This design comes from an exercise in tuning for small area, a short achievable clock period and few clock cycles per item on the open sky130 flow, not from production work.
Only simulation tests tie the RTL to the original design; equivalence was not proved.

==> flow/design.v, too long to show whole: its modules and the start of the top module <==
// module csa_fa: 4 lines
// module upsample_csc: 1395 lines
module upsample_csc (
    input  logic        clk,
    input  logic        resetn,
    input  logic        start,
    output logic        done,
    input  logic [15:0] sram_read_data,
    output logic [15:0] sram_write_data,
    output logic [17:0] sram_address,
    output logic        sram_we_n
);
  // ...
==> flow/flow/run.sh <==
#!/bin/bash
# Own layout flow: the standard synthesis unchanged, then the standard ORFS steps with
# stronger timing repair (a larger setup margin, all endpoints) and faster port buffers.
# Each step's full output goes to a log file in the work folder.
set -euo pipefail
bash standard.sh synth > synth.log 2>&1
bash standard.sh SETUP_SLACK_MARGIN=7.5 TNS_END_PERCENT=100 \
     BUFFER_PORTS_ARGS="-buffer_cell sky130_fd_sc_hd__buf_4" finish > layout.log 2>&1
==> flow/standard.sh <==
#!/bin/bash
# synth_recipe.tcl (not shown) runs the flow's synth.tcl, then flattens the netlist and writes it again
# the make line also repeats each setting of config.mk as NAME=value (left out here)
make -C /OpenROAD-flow-scripts/flow DESIGN_CONFIG=/design/flow/config.mk WORK_HOME=/design/flow/orfs CLKGATE_MAP_FILE= SYNTH_SCRIPT=/design/flow/synth_recipe.tcl "${@:-finish}"
==> flow/config.mk <==
export PLATFORM = sky130hd
export DESIGN_NAME = upsample_csc
export DESIGN_NICKNAME = upsample_csc
export VERILOG_FILES = /design/flow/design.v
export SDC_FILE = /design/flow/constraint.sdc
export NUM_CORES = 4
export LEC_CHECK = 0
export ABC_AREA = 0
export CAP_MARGIN = 20
export CORE_MARGIN = 2
export CORE_UTILIZATION = 40
export PLACE_DENSITY = 0.6
export SLEW_MARGIN = 20
export SYNTH_HIERARCHICAL = 1
export SYNTH_MINIMUM_KEEP_SIZE = 0
==> flow/constraint.sdc <==
create_clock -name core_clock -period 11.0 [get_ports {clk}]
set_input_delay 2.2000 -clock core_clock [delete_from_list [all_inputs] [get_ports {clk}]]
set_output_delay 2.2000 -clock core_clock [all_outputs]
set_load 0.01 [all_outputs]
==> run_results.csv, run 1 <==
group,metric,value,unit
run_status,status,"finished clean",
timing,fin_skew,0.0232,ns
cells_and_area,final_cell_area,26900,um^2
cells_and_area,nonClkBufAreaFrac,0.0230,
timing,drv_slew,0,
detailed_routing,top_layer_used,"met4",
detailed_routing,dr.pass1.iters,5,
logic_synthesis,ys_ff_latch,436,
placement,gp_congestion,0.881,
setup_path,crit_chain,"buf_6",
logic_synthesis,synth_top_family_by_area,"adder cells",
global_routing,overflow,0,
setup_path,cp-start-kind,"flip-flop",
placement,placed_cells,2769,
logic_synthesis,avgSynthCellArea,12.0,um^2
min_path,hold_start,"yr[4]$_DFF_P_",
floorplan,io_pins,55,
cts,cts.hold.buffers_added,0,
cells_and_area,largestClassByArea,"multi-input combinational cells",
min_path,hold-path-endpoint,"yrl[4]$_DFF_P_",
floorplan,design.die.area,61200,um^2
setup_path,critical_path_buf_inv_count,1,
logic_synthesis,async_flop_share,0.0252,
logic_synthesis,synthSimpleGateAreaFrac,0.0890,
cells_and_area,num_antenna_cells,0,
setup_path,critical_path_class,"flip-flop to output port",
placement,hpwl,38400,um
floorplan,start_util,0.403,
logic_synthesis,synth_ff_type,"dfxtp_1",
cells_and_area,nets,2538,
job,drv_cap,0,
setup_path,reg2reg_from,"pv[4]$_DFF_P_",
logic_synthesis,synth_fa_ha_area_frac,0.323,
Testbench counts, summed over its fixed seeds: cycles 960,175, pixels 384,000.
==> run 2, diff against run 1 <==
--- a/flow/design.v
+++ b/flow/design.v
@@ -14,31 +14,33 @@
     output logic        done,
     input  logic [15:0] sram_read_data,
     output logic [15:0] sram_write_data,
     output logic [17:0] sram_address,
     output logic        sram_we_n
 );
 logic        run;
 logic        start_d;
+logic        we;          
 logic [2:0]  k;           
 logic        fpar;        
 logic [2:0]  lead;        
 logic [7:0]  jc;          
 logic [16:0] yc;          
 logic [17:0] ra;          
 wire go   = ~run & ~done & start & ~start_d;
 wire k4   = (k == 3'd4);
-wire last = ~sram_we_n & (&sram_address);    
+wire last = we & (&sram_address);             
+assign sram_we_n = ~we;
 always_ff @(posedge clk or negedge resetn) begin
     if (~resetn) begin
         run       <= 1'b0;
         start_d   <= 1'b0;
         done      <= 1'b0;
-        sram_we_n <= 1'b1;
+        we        <= 1'b0;
         k         <= 3'd0;
         fpar      <= 1'b0;
         lead      <= 3'd7;
     end else begin
         start_d <= start;
         if (go) begin
             run  <= 1'b1;
             k    <= 3'd0;
@@ -50,17 +52,17 @@
                 fpar <= ~fpar;
                 if (lead != 3'd0) lead <= lead - 3'd1;
             end
         end
         if (last) begin
             done <= 1'b1;
             run  <= 1'b0;
         end
-        sram_we_n <= ~(run & ~last & (lead == 3'd0) & (k <= 3'd2));
+        we <= run & ~last & (lead == 3'd0) & (k <= 3'd2);
     end
 end
 wire [18:0] uv_addr = {{2{yc[16]}}, yc} + (fpar ? 19'd115205 : 19'd76805);
 always_ff @(posedge clk) begin
     if (~run) begin                          
         sram_address <= 18'd65530;           
         yc  <= -17'sd5;                      
         ra  <= 18'd146923;                   
@@ -87,21 +89,24 @@
 wire shift = (k == 3'd1) || (k == 3'd2);
 wire [7:0] c11_in = (k == 3'd1) ? (fpar ? uw[7:0] : uw[15:8]) :
                                   (fpar ? vw[7:0] : vw[15:8]);
 always_ff @(posedge clk) begin
     if (shift) ch <= {c11_in, ch[95:8]};
     if (k == 3'd1 &&  fpar) uw <= sram_read_data;
     if (k == 3'd1 && ~fpar) vw <= sram_read_data;
 end
-wire j0   = (jc == 8'd0);
-wire j1   = (jc == 8'd1);
-wire j157 = (jc == 8'd157);
-wire j158 = (jc == 8'd158);
-wire j159 = (jc == 8'd159);
+logic j0, j1, j157, j158, j159;
+always_ff @(posedge clk) begin
+    j0   <= (jc == 8'd0);
+    j1   <= (jc == 8'd1);
+    j157 <= (jc == 8'd157);
+    j158 <= (jc == 8'd158);
+    j159 <= (jc == 8'd159);
+end
 wire [7:0] t0 = ch[7:0], t1 = ch[23:16], t2 = ch[39:32], t3 = ch[55:48], t4 = ch[71:64], t5 = ch[87:80];
 wire [7:0] la  = j0 ? t2 : j1 ? t1 : t0;
 wire [7:0] lb  = j0 ? t2 : t1;
 wire [7:0] rta = j159 ? t2 : j158 ? t3 : j157 ? t4 : t5;
 wire [7:0] rtb = j159 ? t2 : j158 ? t3 : t4;
 wire [7:0] rtc = j159 ? t2 : t3;
 logic [8:0] fa, fb, fc;
 always_ff @(posedge clk) begin
==> flow/config.mk (replaced) <==
export PLATFORM = sky130hd
export DESIGN_NAME = upsample_csc
export DESIGN_NICKNAME = upsample_csc
export VERILOG_FILES = /design/flow/design.v
export SDC_FILE = /design/flow/constraint.sdc
export NUM_CORES = 4
export LEC_CHECK = 0
export ABC_AREA = 0
export CAP_MARGIN = 20
export CORE_MARGIN = 2
export CORE_UTILIZATION = 55
export CTS_CLUSTER_DIAMETER = 100
export CTS_CLUSTER_SIZE = 28
export PLACE_DENSITY = 0.7
export SLEW_MARGIN = 20
export SYNTH_HIERARCHICAL = 1
export SYNTH_MINIMUM_KEEP_SIZE = 0
==> run 2 against run 1 <==
  * Cell count is 8.8% lower
  * Die area is 26% lower
  * Fmax is 1.0% higher
  * Setup slack better by 0.035 ns
  * Synthesized area is 0.68% higher
  * Hold slack better by 0.010 ns
  * Cell area is 5.1% lower
  * Still clean on timing, DRC and antenna
  * Via count is 1.8% lower
==> run_results.csv, run 2 <==
group,metric,value,unit
run_status,status,"finished clean",
logic_synthesis,yosysSeqAreaShare,0.426,
cts,clock-root-buffer,"clkbuf_16",
setup_path,ff2ff_setup_slack,7.58,ns
min_path,hold-path-endpoint,"yrl[4]$_DFF_P_",
min_path,hold_start,"yr[4]$_DFF_P_",
cts,cts_buffer_depth,3,
cells_and_area,final_cell_mix,"291 x dfxtp_1, 252 x fa_1, 216 x inv_1",
logic_synthesis,netlist_area,23900,um^2
logic_synthesis,synth_top_area_share,0.253,
logic_synthesis,yosysUniqueCellTypes,68,
logic_synthesis,ys_ff_latch,441,
placement,hpwl,36500,um
timing,fin_skew,0.0271,ns
logic_synthesis,yosysMostFrequentCell,"dfxtp_1",
placement,gp_congestion,0.863,
cells_and_area,area_delta_synth_final,7.04,%
floorplan,rows,76,
timing,tns,0,ns
timing,setup_viol,0,
logic_synthesis,synth_ff_type,"dfxtp_1",
timing,relSlewSlack,0.380,
setup_path,rr_endpoint,"mg[9]$_DFF_P_",
timing,period_share,0.311,
setup_path,worstPathRequired,11.51,ns
cells_and_area,regArea,10200,um^2
detailed_routing,finalWirelength,48100,um
cells_and_area,nets,2504,
global_routing,overflow,0,
timing,tightest_slew,0.928,ns
global_routing,first_global_vias,14600,
detailed_routing,drc_errors,0,
detailed_routing,drtAntennaViolNets,0,
min_path,whs_path_depth,0,
cells_and_area,layout-drive-gt1-share,0.0649,
logic_synthesis,synthCells,1982,
floorplan,core_region_area,43000,um^2
floorplan,die_x,212,um
logic_synthesis,synth_edf_count,128,
global_routing,antenna_found_initial,0,
logic_synthesis,netlist_top_cells_area,"dfxtp_1 25%, fa_1 21%, edfxtp_1 16%, ha_1 11%, inv_1 3.4%",
placement,pre_cts_ws,7.14,ns
cts,post_cts_buffers,0,
cts,numCtsBuffers,20,
min_path,hp-class,"flip-flop to flip-flop",
global_routing,grt_max_degree,94,
setup_path,worst_ep_arrival_time,3.93,ns
setup_path,end_kind,"flip-flop",
timing,finalCriticalPeriod,3.42,ns
cts,clk_latency,0.57,ns
detailed_routing,wl_per_cell,18.4,um
detailed_routing,vias_per_cell,5.40,
cells_and_area,final_common_cell,"dfxtp_1",
cells_and_area,num_antenna_cells,0,
cts,tritoncts,"done",
setup_path,path_max_fanout,8,
cts,numClockSinks,441,
logic_synthesis,async_flop_share,0.0249,
timing,hold_ws,0.336,ns
setup_path,reg2reg_from,"pv[7]$_DFF_P_",
timing,hold_viol_final,0,
cells_and_area,regMostFlops,"ch",
cells_and_area,final_core_util,0.594,
cells_and_area,reg_top3,"ch: 96 flops, mr: 35 flops, mg: 34 flops",
setup_path,cp-start-kind,"flip-flop",
timing,rsz0062_at_grt,"no",
timing,max_freq,0.293,GHz
timing,setup_ws,7.58,ns
detailed_routing,vias,14100,
cells_and_area,final_cells,2618,
job,drv_cap,0,
setup_path,r2r_cells,5,
cts,h-tree-depth,1,
logic_synthesis,synth_fp_nets,2462,
timing,drv_slew,0,
logic_synthesis,synth_top_cell_by_area,"dfxtp_1",
detailed_routing,dr.first_iter.drc_count,857,
global_routing,grt_pass1_wl,77800,um
cts,clkTransAtPathRegs,0.11,ns
floorplan,io_pins,55,
cells_and_area,multi_input_area,12800,um^2
logic_synthesis,synth_warnings,7,
detailed_routing,dr.pass1.iters,5,
floorplan,die_h,212,um
logic_synthesis,avgSynthCellArea,12.0,um^2
cells_and_area,fillers,3534,
global_routing,track_usage,0.222,
cells_and_area,largest_reg_flops,96,
floorplan,design.die.area,45100,um^2
logic_synthesis,ys_top_cells_by_count,"302 x dfxtp_1, 252 x fa_1, 216 x inv_1",
placement,placed_cells,2586,
setup_path,critical_path_class,"flip-flop to flip-flop",
placement,port_buffers,54,
floorplan,start_util,0.555,
==> run 2: final cells by class <==
| cell class | instances | share of cell area |
|---|---|---|
| Multi-Input combinational cell | 1282 | 0.499 |
| Sequential cell | 441 | 0.399 |
| Inverter | 216 | 0.0317 |
| Tap cell | 585 | 0.0286 |
| Clock buffer | 27 | 0.0206 |
| Timing Repair Buffer | 63 | 0.0187 |
| Clock inverter | 4 | 0.00230 |
==> run 2: worst max path at each step <==
stage,start,to,slack (ns),cells past startpoint
2_1_floorplan,py[7]$_DFF_P_,mg[34]$_DFF_P_,7.63,8
3_3_place_gp,py[6]$_DFF_P_,mb[34]$_DFF_P_,7.24,8
6_report,pv[7]$_DFF_P_,mg[9]$_DFF_P_,7.58,5
4_1_cts,py[6]$_DFF_P_,mb[34]$_DFF_P_,7.56,8
3_5_place_dp,py[6]$_DFF_P_,mb[34]$_DFF_P_,7.14,8
5_1_grt,pv[7]$_DFF_P_,mg[9]$_DFF_P_,7.50,5
==> run 2: kinds of logic (layout without fill, tap and decap cells) <==
family | after synthesis | in the layout | synth area share
buffers and inverters | 260 | 310 | 0.0410
multiplexers | 37 | 37 | 0.0200
AND/OR/NAND/NOR | 386 | 386 | 0.0752
adder cells (fa/ha/maj) | 461 | 461 | 0.321
AO/OA/AOI/OAI | 316 | 317 | 0.0871
flip-flops | 441 | 441 | 0.426
XOR/XNOR | 81 | 81 | 0.0297
==> run 2: per-module statistics from Yosys, one instance, submodules excluded <==
module	cells	times used	flops+latches
csa_fa	1	242	0
upsample_csc	1740	1	441
==> run 2: worst max-delay path, stage by stage (launching register included) <==
cell     delay (ns)
dfxtp_1        0.73
inv_1          0.45
fa_1           0.66
fa_1           0.46
fa_1           0.52
fa_1           0.54
==> run 2: per-stage QoR <==
step	area, um^2
final	25500
after global routing	25500
after CTS	25500
after detailed placement	24900
after global placement	24900
after floorplan	23900
==> run 2: repair_timing <==
action	4_1_cts	5_1_grt
hold buffers	0	0
pin swaps	0	0
cloned	0	1
endpoints found under the setup margin	13	6
resized for setup	7	7
==> run 2: layer usage <==
metal / vias to the layer above / GRT usage / wire length (um)
met5: - / 0 / 0
met4: 0 / 0.0593 / 1140
met3: 67 / 0.0309 / 2150
met2: 287 / 0.367 / 22900
met1: 7011 / 0.310 / 21900
li1: 6762 / - / -
Testbench counts of run 2, summed over its fixed seeds: cycles 960,175, pixels 384,000.
==> run 3, diff against run 2 <==
--- a/flow/flow/run.sh
+++ b/flow/flow/run.sh
@@ -4,5 +4,5 @@
 # Each step's full output goes to a log file in the work folder.
 set -euo pipefail
 bash standard.sh synth > synth.log 2>&1
-bash standard.sh SETUP_SLACK_MARGIN=7.5 TNS_END_PERCENT=100 \
+bash standard.sh SETUP_SLACK_MARGIN=7.8 TNS_END_PERCENT=100 \
      BUFFER_PORTS_ARGS="-buffer_cell sky130_fd_sc_hd__buf_4" finish > layout.log 2>&1
==> run 3 against run 2 <==
  * Hold slack improved by 0.0020 ns
  * Fmax is 2.4% higher
  * Sequential share of layout area decreased by 0.44 points
  * Synthesized area is the same
  * Count of clock-buffer cells in the layout increased by 3
  * Wire length grew 2.3%
  * Highest routed layer is now met5
==> run_results.csv, run 3 <==
group,metric,value,unit
run_status,status,"finished clean",
detailed_routing,finalWirelength,49200,um
placement,gp_congestion,0.899,
placement,post_dp_cell_area,24900,um^2
cts,clock-root-buffer,"clkbuf_16",
floorplan,core_region_area,43000,um^2
job,drv_cap,0,
detailed_routing,dr.pass1.iters,5,
cts,numCtsBuffers,20,
detailed_routing,wl_per_cell,18.6,um
cells_and_area,regArea,10300,um^2
logic_synthesis,synth_top_area_share,0.253,
logic_synthesis,synth_edf_count,128,
logic_synthesis,yosysSeqAreaShare,0.426,
detailed_routing,drc_errors,0,
floorplan,rows,76,
logic_synthesis,netlist_top_cells_area,"dfxtp_1 25%, fa_1 21%, edfxtp_1 16%, ha_1 11%, inv_1 3.4%",
cells_and_area,area_delta_synth_final,9.05,%
logic_synthesis,yosysUniqueCellTypes,68,
timing,period_share,0.304,
timing,rsz0062_at_grt,"yes",
cells_and_area,largest_reg_flops,96,
detailed_routing,vias_per_cell,5.40,
detailed_routing,vias,14300,
logic_synthesis,synthCells,1982,
cells_and_area,nets,2529,
setup_path,end_kind,"output port",
timing,drv_slew,0,
min_path,hold_start,"yr[6]$_DFF_P_",
global_routing,track_usage,0.224,
logic_synthesis,async_flop_share,0.0249,
cts,numClockSinks,441,
logic_synthesis,synth_fp_nets,2462,
global_routing,grt_max_degree,77,
min_path,hp-class,"flip-flop to flip-flop",
logic_synthesis,ys_top_cells_by_count,"302 x dfxtp_1, 252 x fa_1, 216 x inv_1",
cts,tritoncts,"done",
timing,max_freq,0.299,GHz
cells_and_area,final_cell_area,26000,um^2
cells_and_area,final_common_cell,"fa_1",
setup_path,worstPathRequired,8.80,ns
setup_path,worst_ep_arrival_time,1.14,ns
logic_synthesis,synth_top_cell_by_area,"dfxtp_1",
logic_synthesis,ys_ff_latch,441,
setup_path,critical_path_class,"flip-flop to output port",
floorplan,io_pins,55,
timing,fin_skew,0.0250,ns
timing,tightest_slew,0.955,ns
global_routing,first_global_vias,14700,
cells_and_area,layout-drive-gt1-share,0.105,
timing,relSlewSlack,0.363,
cts,cts.hold.buffers_added,0,
cells_and_area,num_antenna_cells,0,
logic_synthesis,avgSynthCellArea,12.0,um^2
logic_synthesis,netlist_area,23900,um^2
floorplan,start_util,0.555,
cells_and_area,final_cell_mix,"252 x fa_1, 243 x dfxtp_1, 210 x inv_1",
cts,clk_latency,0.56,ns
placement,hpwl,37500,um
global_routing,grt_pass1_wl,78300,um
setup_path,reg2reg_from,"fa[5]$_DFF_P_",
setup_path,crit_path_start,"we$_DFF_PN0_",
setup_path,path_max_fanout,2,
timing,finalCriticalPeriod,3.34,ns
detailed_routing,dr.first_iter.drc_count,1031,
cells_and_area,regMostFlops,"ch",
timing,hold_viol_final,0,
placement,port_buffers,54,
floorplan,die_h,212,um
cells_and_area,multi_input_area,12800,um^2
global_routing,overflow,0,
logic_synthesis,synth_warnings,7,
cells_and_area,reg_top3,"ch: 96 flops, mr: 35 flops, mg: 34 flops",
cts,clkTransAtPathRegs,0.11,ns
timing,tns,0,ns
cts,h-tree-depth,1,
cells_and_area,fillers,3443,
timing,setup_viol,0,
floorplan,design.die.area,45100,um^2
cts,cts_buffer_depth,3,
logic_synthesis,yosysMostFrequentCell,"dfxtp_1",
setup_path,cp-start-kind,"flip-flop",
floorplan,die_x,212,um
detailed_routing,drtAntennaViolNets,0,
logic_synthesis,synth_ff_type,"dfxtp_1",
global_routing,antenna_found_initial,1,
[run 3: cell families (layout without fill, tap and decap cells)]
family	count (synthesis)	count (layout)	synth area share
adders and majority gates	461	461	0.321
and+or+nand+nor	386	386	0.0752
buffers and inverters	260	338	0.0410
DFF	441	441	0.426
muxes	37	37	0.0200
AOI/OAI and AO/OA	316	317	0.0871
xor gates and xnor gates	81	81	0.0297
[run 3: timing repair]
| action | 4_1_cts | 5_1_grt |
|---|---|---|
| gates resized for setup | 86 | 24 |
| endpoints found under the hold margin | 0 | 0 |
| pin swaps | 2 | 6 |
| gates cloned | 0 | 1 |
| buffers inserted | 13 | 12 |
| endpoints found under the setup margin | 65 | 55 |
[run 3: per-stage QoR]
stage / instances / hold slack [ns] / setup slack, ns / util
3_3_place_gp: 2586 / 0.311 / 7.58 / 0.580
2_1_floorplan: 1982 / 0.310 / 7.82 / -
6_report: 2646 / 0.338 / 7.66 / 0.606
3_5_place_dp: 2586 / 0.314 / 7.52 / 0.580
5_1_grt: 2646 / 0.341 / 7.61 / 0.606
4_1_cts: 2633 / 0.338 / 7.64 / 0.602
[run 3: final cells by class]
class,instances,area share
Clock buffer,30,0.0211
Timing Repair Buffer,88,0.0306
Tap cell,585,0.0281
Inverter,216,0.0319
Clock inverter,4,0.00288
Sequential cell,441,0.394
Multi-Input combinational cell,1282,0.491
[run 3: final timing paths]
check / slack, ns / end / cells after the start
max: 7.66 / sram_we_n / 2
min: 0.34 / yrl[6]$_DFF_P_ / 0
max reg2reg: 7.80 / fm[20]$_DFF_P_ / 8
min reg2reg: 0.34 / yrl[6]$_DFF_P_ / 0
max in group asynchronous: 9.33 / lead[2]$_DFFE_PN1P_ / 1
min in group asynchronous: 1.45 / k[1]$_DFFE_PN0P_ / 1
[run 3: worst max-delay path: stages, from the launching register on]
cell and delay, ns:
dfrtp_1 0.42, inv_2 0.07, buf_6 0.10
[run 3: layer usage]
layer  routed length (um)  vias up  global-route usage
li1                     -     6828                   -
met1                22300     7059               0.314
met2                23200      308               0.370
met3                 2430       79              0.0309
met4                 1290        2              0.0598
met5                   13        -                   0
[run 3: per-module statistics from Yosys (local to each module, per instance)]
module | flip-flops and latches | copies in the design | cells
upsample_csc | 441 | 1 | 1740
csa_fa | 0 | 242 | 1

static timing again, ports no longer ideal:
The flow's constraints put no driver on any port. The routed layouts listed below were extracted and timed again, unchanged, in two steps.
Step 1 (the two cells are an assumption about what drives the block):
set clk [get_ports {clk}]
set_driving_cell -lib_cell sky130_fd_sc_hd__clkbuf_16 $clk
set_driving_cell -lib_cell sky130_fd_sc_hd__buf_2 [delete_from_list [all_inputs] $clk]
Step 2, shift: input delay + t, output delay - t, t = (earliest + latest rising clock arrival at the registers) / 2. This alone moves slack from input paths to output paths.
Slacks: ideal ports / drivers / drivers and shift; pairs: ideal ports / drivers.
| run | shift t [ns] | setup slack, ns | hold slack, ns | slew at the worst register clock pin (ns) | cell pins on the clock port's net |
|---|---|---|---|---|---|
| run 1 | 0.645 | 7.547 / 7.490 / 7.604 | 0.326 / 0.326 / 0.326 | 0.06 / 0.06 | 1 |
| run 2 | 0.615 | 7.582 / 7.582 / 7.582 | 0.336 / 0.336 / 0.336 | 0.11 / 0.11 | 1 |
| run 3 | 0.608 | 7.661 / 7.606 / 7.658 | 0.338 / 0.338 / 0.338 | 0.11 / 0.11 | 1 |
After both steps setup and hold are still met in every run listed. The setup slack of run 3, which loses most, moves by -0.055 ns with the drivers and by -0.003 ns with both steps.
